This is an optimization exercise on Yosys and OpenROAD, whose aim is a short achievable clock period and few clock cycles, not a production implementation. The RTL was checked by simulation tests, not by an equivalence proof against the original design.

## MIPS_CPU
module MIPS_CPU(
	input rst, Go, clk,
	output [31:0] Leddata, Count_cycle, Count_branch, Count_jmp,
	input [4:0] probe,
	output [31:0] mem_probe,
	output [9:0] imem_addr,
	input [31:0] imem_data,
	output halted
    );
clock: 10.0 ns
lec_check: 0
abc_clock_period_in_ps: 5000
cap_margin: 20
core_margin: 2
core_utilization: 40
place_density: 0.6
setup_slack_margin: 4.5
slew_margin: 20
tns_end_percent: 100
run.sh (not shown) runs the stock make flow with config.mk's settings and CLKGATE_MAP_FILE= SYNTH_SCRIPT=/design/flow/synth_recipe.tcl, a recipe that flattens the netlist after the stock synthesis.
The baseline ran to the end with no violations.
Testbench counts at the start, summed over its fixed seeds: cycles 81,580.
Then changed:
Settings changed: ABC_CLOCK_PERIOD_IN_PS 5000 to not set, SYNTH_HIERARCHICAL set to 1, SYNTH_MINIMUM_KEEP_SIZE set to 0.
=> Wire length rose by 1.5%. Final area falls by 1.4%. Synthesized area climbs by 0.50%. Sequential share of layout area is higher by 0.58 points. Die area is higher by 0.49%. Count of clock-buffer cells in the layout went down by 7.

Setup of JK:
Another version of the RTL of MIPS_CPU (not shown whole).
Size in the first run: ~210 I/O pins.
make LEC_CHECK=0 CAP_MARGIN=50 CORE_MARGIN=2 CORE_UTILIZATION=25 PLACE_DENSITY=0.4 SETUP_SLACK_MARGIN=4.5 SLEW_MARGIN=70 SYNTH_HIERARCHICAL=1 SYNTH_MINIMUM_KEEP_SIZE=0 TNS_END_PERCENT=100 finish   # period 10.0 ns
Testbench counts of JK, summed over its fixed seeds: cycles 52,048.
The inputs of MS differ from those of JK as listed below.
- PLACE_DENSITY: 0.4 -> 0.55
## What came out
JK → MS: via count picked up an extra 9030, largest net degree at the start of global routing increased by 15 relative to the old numbers, fraction of area in registers rose 0.60 points. In the reports for MS and JK, the smaller utilization after layout belongs to MS. From JK to MS the numbers moved as follows: global-route met3 utilization increased by 4.7 points relative to the old numbers; cell count after placement went down 714; post-CTS repair timing setup buffer count shows a reduction of 281. Measured against MS, the wire length of the first global-routing pass of JK comes out at 1.09 times the reference value. NOTE: met1 usage in global routing in MS falls short of that of JK.

== run 1 ==
Another version of the RTL of MIPS_CPU (not shown whole).
For scale: ~0.46 sq mm of cells after synthesis.
export LEC_CHECK = 0
export CAP_MARGIN = 50
export CORE_MARGIN = 2
export CORE_UTILIZATION = 25
export PLACE_DENSITY = 0.55
export SETUP_SLACK_MARGIN = 4.5
export SLEW_MARGIN = 70
export SYNTH_HIERARCHICAL = 1
export SYNTH_MINIMUM_KEEP_SIZE = 0
export TNS_END_PERCENT = 100
create_clock -name core_clock -period 10.0 [get_ports {clk}]
No final results exist for run 1, since it was stopped by error DRT-0206 during detailed routing (5_2_route).
Testbench counts of run 1, summed over its fixed seeds: cycles 52,048.
The following lists how run 2 was set up differently from run 1:
- SETUP_SLACK_MARGIN now 5, was 4.5
- PLACE_DENSITY now 0.45, was 0.55
[summary]
Run 2 closes out successfully: all stages finished, all timing, DRC and antenna checks passed.
From run 1 to run 2 the numbers moved as follows: post-cts sizing count higher; post-placement setup slack rose by 300 ps; global-route wire length before repair saw an increase; pin count of the biggest net entering global routing higher.
Diff run 1 -> run 2: met3 capacity usage during global routing higher, synthesized cell count roughly the same, placed instance area higher, number of instances in the placed design higher.
Sort run 1 and run 2 by global-route usage desc -> top: run 2
Looking only at placed wire-length estimate after detailed placement, and setting everything else aside, the lower value of run 1 and run 2 goes to run 1.
#### Input delta (run 3 over run 2)
- swapping 25 for 22 in CORE_UTILIZATION
- swapping 5 for 4.5 in SETUP_SLACK_MARGIN
Results
Relative to run 2, sequential fraction of total cell area increased by 0.83 points in run 3. Diff run 2 -> run 3 | via count | down by a few percent. In run 3, share of the clock period used by the worst path after layout is higher than in run 2.
What run 4 does differently from run 3 at the input level:
- PLACE_DENSITY now 0.4, was 0.45
- CORE_UTILIZATION now 25, was 22
[summary]
In run 4 the placeable core region turned out 12% lower than in run 3.
Compared with run 3, run 4 shows a lower data arrival time of the critical path.
Changes observed in run 4 relative to run 3: met3 wirelength from detailed routing rose by about 2.2%, register area roughly the same.
Relative to run 3, the number of global-route vias before repair measured on run 4 has increased by a few percent.
For the routability congestion estimate from global placement, run 4 came in 0.014 lower than run 3 did.
NOTE: average via count per standard cell in run 4 exceeds that of run 3

Another version of the RTL of MIPS_CPU (not shown whole).
## MIPS_CPU
module MIPS_CPU(
	input rst, Go, clk,
	output [31:0] Leddata, Count_cycle, Count_branch, Count_jmp,
	input [4:0] probe,
	output [31:0] mem_probe,
	output [9:0] imem_addr,
	input [31:0] imem_data,
	output halted
    );
export LEC_CHECK = 0
export CAP_MARGIN = 40
export CORE_MARGIN = 2
export CORE_UTILIZATION = 25
export PLACE_DENSITY = 0.45
export SETUP_SLACK_MARGIN = 4.5
export SLEW_MARGIN = 40
export SYNTH_HIERARCHICAL = 1
export SYNTH_MINIMUM_KEEP_SIZE = 0
export TNS_END_PERCENT = 100
create_clock -name core_clock -period 10.0 [get_ports {clk}]
The first run finished but fails on antenna rules, slew limit.
Testbench counts at the start, summed over its fixed seeds: cycles 51,789.
Edit:
- CAP_MARGIN: 40 -> 50
- SLEW_MARGIN: 40 -> 70
- The new run ran to the end with no violations
- utilization rises by 2.2 points
- synthesized area does not change
- worst hold slack is about the same
- critical path depth rises by 3
- design area rises by 7.1%
- worst setup slack improved by 0.085 ns
- global-route usage falls by 0.28 points
- routed wire length falls by 1.5%
- die area is unchanged
- register-to-register slack improved by 0.13 ns

## afterwards: timing with drivers on the ports
How much do the figures lean on ideal ports? The routed layouts below were timed once more, with nothing changed but the port constraints. Step 1 sets driving cells, clkbuf_16 on the clock port and buf_2 on the other inputs (assumed; they add their load-dependent delay and slew). Step 2 times the ports against the registers' clock, not the clock port: input delays grow and output delays shrink by t, the midpoint of the rising clock arrivals with the driver on. Slacks: no drivers / after step 1 / after step 2; pairs: no drivers / after step 1.
run | shift t [ns] | setup slack, ns | hold WS [ns] | worst setup path after step 2 | worst register clock-pin slew, ns
the first run of note 1 | 1.019 | 3.135 / 3.012 / 1.993 | 0.449 / 0.449 / 0.449 | input to register | 0.07 / 0.07
the second run of note 1 | 1.055 | 3.631 / 3.314 / 2.710 | 0.459 / 0.459 / 0.459 | input to register | 0.07 / 0.07
JK | 1.497 | 3.578 / 3.525 / 2.310 | 0.478 / 0.478 / 0.478 | input to register | 0.08 / 0.08
MS | 1.443 | 3.582 / 3.582 / 2.141 | 0.480 / 0.480 / 0.480 | input to register | 0.08 / 0.08
run 2 | 1.527 | 3.760 / 3.760 / 2.388 | 0.478 / 0.478 / 0.478 | input to register | 0.08 / 0.08
run 3 | 1.423 | 3.654 / 3.611 / 2.188 | 0.482 / 0.482 / 0.482 | input to register | 0.09 / 0.09
run 4 | 1.438 | 3.943 / 3.829 / 2.496 | 0.450 / 0.450 / 0.450 | input to register | 0.09 / 0.09
the first run of note 4 | 1.527 | 3.709 / 3.478 / 2.365 | 0.474 / 0.474 / 0.474 | input to register | 0.08 / 0.08
the second run of note 4 | 1.519 | 3.794 / 3.475 / 2.319 | 0.472 / 0.399 / 0.472 | input to register | 0.08 / 0.08
The setup slack of the second run of note 4, which loses most, moves by -0.319 ns with the drivers and by -1.475 ns with both steps.
